Context: an optimization exercise on an open-source flow, tuned for small area. The choices shown serve that exercise and are no tape-out recipe.
The RTL was checked by simulation tests, not by an equivalence proof against the original design.
Power figures rest on the tool's default switching activity, not on a simulated workload.

==> flow/design.v (excerpt) <==
module uSFFT #(
    parameter BITWIDTH = 8,
    parameter BINPUT = 2
) (
    input wire iClk,
    input wire iRstN,
    input wire loadW,
    input wire iClr,
    input wire iAReal0,
    input wire iAImg0,
    input wire iAReal1,
    input wire iAImg1,
    input wire iBReal0,
    input wire iBImg0,
    input wire iBReal1,
    input wire iBImg1,
    input wire [BITWIDTH-1:0] iwReal,
    input wire [BITWIDTH-1:0] iwImg,
    output wire oCReal0,
    output wire oCImg0,
    output wire oCReal1,
    output wire oCImg1,
    output wire oDReal0,
    output wire oDImg0,
    output wire oDReal1,
    output wire oDImg1
);
Size: roughly 1,300 cells after synthesis, roughly 36 I/O pins.
Settings: LEC_CHECK=0, CAP_MARGIN=20, CORE_MARGIN=2, CORE_UTILIZATION=70, SLEW_MARGIN=20; clock period 4.0 ns.
standard.sh (not shown) runs the stock make flow with config.mk's settings and CLKGATE_MAP_FILE= SYNTH_SCRIPT=/design/flow/synth_recipe.tcl, a recipe that flattens the netlist after the stock synthesis.
==> flow/flow/run.sh <==
#!/bin/bash
# Own layout flow: the standard flow (standard.sh) with these changes.
#  - Synthesis maps the logic with an area-oriented ABC script (area.abc)
#    instead of ORFS's delay-oriented one, and without ORFS's pre-mapping
#    of full/half adders, so ABC sees all of the logic.
#  - The ports are buffered with the smallest buffer, buf_1.
#  - CTS builds the clock tree from clkbuf_8 without dummy loads.
#  - After global routing, cells on paths with positive slack are
#    downsized (ORFS's RECOVER_POWER).
# Everything else (the synthesis passes, register names, floorplan, power
# grid, placement, CTS, routing) is the standard flow.
set -euo pipefail
W=$(pwd)
F=$W/flow

# The standard flow's synthesis script, with its abc call given our script
{
  head -n 1 synth_recipe.tcl
  cat <<TCL
proc abc {args} {
  set i [lsearch \$args -script]
  if {\$i >= 0} {
    set args [lreplace \$args \$i [expr {\$i + 1}] -script $F/area.abc]
  }
  yosys abc {*}\$args
}
TCL
  tail -n +2 synth_recipe.tcl
} > own_synth.tcl

CTS="-sink_clustering_enable -repair_clock_nets -dont_use_dummy_load"
CTS="$CTS -sink_clustering_size 10 -sink_clustering_max_diameter 40"
CTS="$CTS -buf_list sky130_fd_sc_hd__clkbuf_8"

sed -e "s#SYNTH_SCRIPT=[^ ]*#SYNTH_SCRIPT=$W/own_synth.tcl ADDER_MAP_FILE= 'BUFFER_PORTS_ARGS=-buffer_cell sky130_fd_sc_hd__buf_1' 'CTS_ARGS=$CTS' RECOVER_POWER=100#" \
  standard.sh > own_standard.sh

bash own_standard.sh > own_flow.log 2>&1
==> flow/flow/area.abc <==
strash
dch -f
amap
topo
The starting point produced a layout that fails on capacitance limit, slew limit.
==> next run, changes <==
--- a/flow/flow/run.sh
+++ b/flow/flow/run.sh
@@ -7,4 +7,2 @@
 #  - CTS builds the clock tree from clkbuf_8 without dummy loads.
-#  - After global routing, cells on paths with positive slack are
-#    downsized (ORFS's RECOVER_POWER).
 # Everything else (the synthesis passes, register names, floorplan, power
@@ -34,3 +32,3 @@
 
-sed -e "s#SYNTH_SCRIPT=[^ ]*#SYNTH_SCRIPT=$W/own_synth.tcl ADDER_MAP_FILE= 'BUFFER_PORTS_ARGS=-buffer_cell sky130_fd_sc_hd__buf_1' 'CTS_ARGS=$CTS' RECOVER_POWER=100#" \
+sed -e "s#SYNTH_SCRIPT=[^ ]*#SYNTH_SCRIPT=$W/own_synth.tcl ADDER_MAP_FILE= 'BUFFER_PORTS_ARGS=-buffer_cell sky130_fd_sc_hd__buf_1' 'CTS_ARGS=$CTS'#" \
   standard.sh > own_standard.sh
CORE_UTILIZATION = 40   (was 70)
What happened:
- The new run passed the timing, DRC and antenna checks
- total power climbs by about 0.8%
- sequential cell count stays the same
- register-to-register slack gets better by 80 ps
- final area climbs by 2.8%
- clock-buffer cell count stays the same
- non-clock buffer count climbs by 6
- maximum frequency climbs by about 2.4%
- wire length climbs by about 4.3%
- final cell count climbs by 9.7%
- die area climbs by about 70%
==> next run, changes <==
--- a/flow/flow/run.sh
+++ b/flow/flow/run.sh
@@ -1,3 +1,3 @@
 #!/bin/bash
-# Own layout flow: the standard flow (standard.sh) with these changes.
+# Own layout flow: the standard flow (standard.sh) with two changes.
 #  - Synthesis maps the logic with an area-oriented ABC script (area.abc)
@@ -29,4 +29,4 @@
 CTS="-sink_clustering_enable -repair_clock_nets -dont_use_dummy_load"
-CTS="$CTS -sink_clustering_size 10 -sink_clustering_max_diameter 40"
-CTS="$CTS -buf_list sky130_fd_sc_hd__clkbuf_8"
+CTS="$CTS -sink_clustering_size 20 -sink_clustering_max_diameter 60"
+CTS="$CTS -buf_list \"sky130_fd_sc_hd__clkbuf_8 sky130_fd_sc_hd__clkbuf_16\""
 
After rerunning: With this change the flow did not get past clock tree synthesis (4_1_cts), error STA-0564. Area after synthesis does not change. Synthesized cell count does not change.
==> next run, changes <==
--- a/flow/flow/run.sh
+++ b/flow/flow/run.sh
@@ -6,3 +6,3 @@
 #  - The ports are buffered with the smallest buffer, buf_1.
-#  - CTS builds the clock tree from clkbuf_8 without dummy loads.
+#  - CTS builds the clock tree from clkbuf_16 without dummy loads.
 # Everything else (the synthesis passes, register names, floorplan, power
@@ -30,3 +30,3 @@
 CTS="$CTS -sink_clustering_size 20 -sink_clustering_max_diameter 60"
-CTS="$CTS -buf_list \"sky130_fd_sc_hd__clkbuf_8 sky130_fd_sc_hd__clkbuf_16\""
+CTS="$CTS -buf_list sky130_fd_sc_hd__clkbuf_16"
 
Result: This time the run passed the timing, DRC and antenna checks; synthesized area is unchanged; synthesized cell count is unchanged.
==> next run, changes <==
--- a/flow/flow/run.sh
+++ b/flow/flow/run.sh
@@ -1,3 +1,3 @@
 #!/bin/bash
-# Own layout flow: the standard flow (standard.sh) with two changes.
+# Own layout flow: the standard flow (standard.sh) with these changes.
 #  - Synthesis maps the logic with an area-oriented ABC script (area.abc)
@@ -6,3 +6,3 @@
 #  - The ports are buffered with the smallest buffer, buf_1.
-#  - CTS builds the clock tree from clkbuf_16 without dummy loads.
+#  - CTS builds the clock tree from clkbuf_8 without dummy loads.
 # Everything else (the synthesis passes, register names, floorplan, power
@@ -29,4 +29,4 @@
 CTS="-sink_clustering_enable -repair_clock_nets -dont_use_dummy_load"
-CTS="$CTS -sink_clustering_size 20 -sink_clustering_max_diameter 60"
-CTS="$CTS -buf_list sky130_fd_sc_hd__clkbuf_16"
+CTS="$CTS -sink_clustering_size 10 -sink_clustering_max_diameter 40"
+CTS="$CTS -buf_list sky130_fd_sc_hd__clkbuf_8"
 
CORE_UTILIZATION = 70   (was 40)
Utilization increases by 31 points.
Wire length decreases by a few percent.
Worst setup slack is worse by 33 ps.
Worst hold slack improved by 28 ps.
Global-route usage came out higher by 13 points.
==> next run, changes <==
--- a/flow/flow/run.sh
+++ b/flow/flow/run.sh
@@ -3,6 +3,8 @@
 #  - Synthesis maps the logic with an area-oriented ABC script (area.abc)
-#    instead of ORFS's delay-oriented one, and without ORFS's pre-mapping
-#    of full/half adders, so ABC sees all of the logic.
+#    instead of ORFS's delay-oriented one, and pre-maps only full adders
+#    (not half adders) before ABC.
 #  - The ports are buffered with the smallest buffer, buf_1.
 #  - CTS builds the clock tree from clkbuf_8 without dummy loads.
+#  - After global routing, cells on paths with positive slack are
+#    downsized (ORFS's RECOVER_POWER).
 # Everything else (the synthesis passes, register names, floorplan, power
@@ -24,2 +26,5 @@
 }
+proc extract_fa {args} {
+  yosys extract_fa -fa {*}\$args
+}
 TCL
@@ -32,3 +37,3 @@
 
-sed -e "s#SYNTH_SCRIPT=[^ ]*#SYNTH_SCRIPT=$W/own_synth.tcl ADDER_MAP_FILE= 'BUFFER_PORTS_ARGS=-buffer_cell sky130_fd_sc_hd__buf_1' 'CTS_ARGS=$CTS'#" \
+sed -e "s#SYNTH_SCRIPT=[^ ]*#SYNTH_SCRIPT=$W/own_synth.tcl 'BUFFER_PORTS_ARGS=-buffer_cell sky130_fd_sc_hd__buf_1' 'CTS_ARGS=$CTS' RECOVER_POWER=100#" \
   standard.sh > own_standard.sh
Now the flow finished but failed the layout checks on capacitance limit, slew limit. Clock power came out lower by 2.0%. Global-route usage shrinks by 1.2 points. Wire length goes down by 4.4%. Die area falls by 0.56%.

* * *

uSFFT again, from the RTL that the note above started with.
## uSFFT
module uSFFT #(
    parameter BITWIDTH = 8,
    parameter BINPUT = 2
) (
    input wire iClk,
    input wire iRstN,
    input wire loadW,
    input wire iClr,
    input wire iAReal0,
    input wire iAImg0,
    input wire iAReal1,
    input wire iAImg1,
    input wire iBReal0,
    input wire iBImg0,
    input wire iBReal1,
    input wire iBImg1,
    input wire [BITWIDTH-1:0] iwReal,
    input wire [BITWIDTH-1:0] iwImg,
    output wire oCReal0,
    output wire oCImg0,
    output wire oCReal1,
    output wire oCImg1,
    output wire oDReal0,
    output wire oDImg0,
    output wire oDReal1,
    output wire oDImg1
);
==> flow/config.mk <==
export PLATFORM = sky130hd
export DESIGN_NAME = uSFFT
export DESIGN_NICKNAME = uSFFT
export VERILOG_FILES = /design/flow/design.v
export SDC_FILE = /design/flow/constraint.sdc
export NUM_CORES = 4
export LEC_CHECK = 0
export CAP_MARGIN = 20
export CORE_MARGIN = 2
export CORE_UTILIZATION = 40
export SLEW_MARGIN = 20
==> flow/constraint.sdc <==
create_clock -name core_clock -period 4.0 [get_ports {iClk}]
set_input_delay 0.8000 -clock core_clock [delete_from_list [all_inputs] [get_ports {iClk}]]
set_output_delay 0.8000 -clock core_clock [all_outputs]
set_load 0.01 [all_outputs]
==> flow/flow/run.sh <==
#!/bin/bash
# Own layout flow: the standard flow (standard.sh) with these changes.
#  - Synthesis maps the logic with an area-oriented ABC script (area.abc)
#    instead of ORFS's delay-oriented one, and without ORFS's pre-mapping
#    of full/half adders, so ABC sees all of the logic.
#  - The ports are buffered with the smallest buffer, buf_1.
#  - CTS builds the clock tree from clkbuf_16 without dummy loads.
# Everything else (the synthesis passes, register names, floorplan, power
# grid, placement, CTS, routing) is the standard flow.
set -euo pipefail
W=$(pwd)
F=$W/flow

# The standard flow's synthesis script, with its abc call given our script
{
  head -n 1 synth_recipe.tcl
  cat <<TCL
proc abc {args} {
  set i [lsearch \$args -script]
  if {\$i >= 0} {
    set args [lreplace \$args \$i [expr {\$i + 1}] -script $F/area.abc]
  }
  yosys abc {*}\$args
}
TCL
  tail -n +2 synth_recipe.tcl
} > own_synth.tcl

CTS="-sink_clustering_enable -repair_clock_nets -dont_use_dummy_load"
CTS="$CTS -sink_clustering_size 20 -sink_clustering_max_diameter 60"
CTS="$CTS -buf_list sky130_fd_sc_hd__clkbuf_16"

sed -e "s#SYNTH_SCRIPT=[^ ]*#SYNTH_SCRIPT=$W/own_synth.tcl ADDER_MAP_FILE= 'BUFFER_PORTS_ARGS=-buffer_cell sky130_fd_sc_hd__buf_1' 'CTS_ARGS=$CTS'#" \
  standard.sh > own_standard.sh

bash own_standard.sh > own_flow.log 2>&1
Scripts as last shown in full above: flow/flow/area.abc
Then changed:
--- a/flow/flow/run.sh
+++ b/flow/flow/run.sh
@@ -6,3 +6,3 @@
 #  - The ports are buffered with the smallest buffer, buf_1.
-#  - CTS builds the clock tree from clkbuf_16 without dummy loads.
+#  - CTS builds the clock tree from clkbuf_8 without dummy loads.
 # Everything else (the synthesis passes, register names, floorplan, power
@@ -29,4 +29,4 @@
 CTS="-sink_clustering_enable -repair_clock_nets -dont_use_dummy_load"
-CTS="$CTS -sink_clustering_size 20 -sink_clustering_max_diameter 60"
-CTS="$CTS -buf_list sky130_fd_sc_hd__clkbuf_16"
+CTS="$CTS -sink_clustering_size 10 -sink_clustering_max_diameter 40"
+CTS="$CTS -buf_list sky130_fd_sc_hd__clkbuf_8"
 
Settings changed: CORE_UTILIZATION 40 to 60.
What happened: Worst setup slack gets worse by 0.015 ns. Power is lower by 6.6%. Synthesized cell count stays the same. Wire length shrinks by 5.1%.

-- afterwards: timing with drivers on the ports --
The flow's constraints put no driver on any port. The routed layouts listed below were extracted and timed again, unchanged, in two steps. Step 1: set_driving_cell puts a clkbuf_16 on iClk and a buf_2 on each other input, an assumption about the parent block. Step 2 times the ports against the registers' clock, not the clock port: input delays grow and output delays shrink by t, the midpoint of the rising clock arrivals with the driver on. Three values: ideal, step 1, step 2; two values: the first two.
run | t, ns | slack for setup (ns) | slew at the worst register clock pin (ns)
the first run of note 1 | 0.502 | 0.364 / 0.364 / -0.101 | 0.11 / 0.11
the second run of note 1 | 0.507 | 0.448 / 0.448 / 0.292 | 0.11 / 0.11
the fourth run of note 1 | 0.486 | 0.443 / 0.443 / 0.290 | 0.08 / 0.08
the fifth run of note 1 | 0.501 | 0.409 / 0.409 / -0.066 | 0.11 / 0.11
the sixth run of note 1 | 0.495 | 0.328 / 0.328 / 0.134 | 0.11 / 0.11
the first run of note 2 | 0.486 | 0.443 / 0.443 / 0.290 | 0.08 / 0.08
the second run of note 2 | 0.504 | 0.428 / 0.428 / -0.005 | 0.11 / 0.11
The setup slack of the fifth run of note 1, which loses most, moves by 0.000 ns with the drivers and by -0.475 ns with both steps.
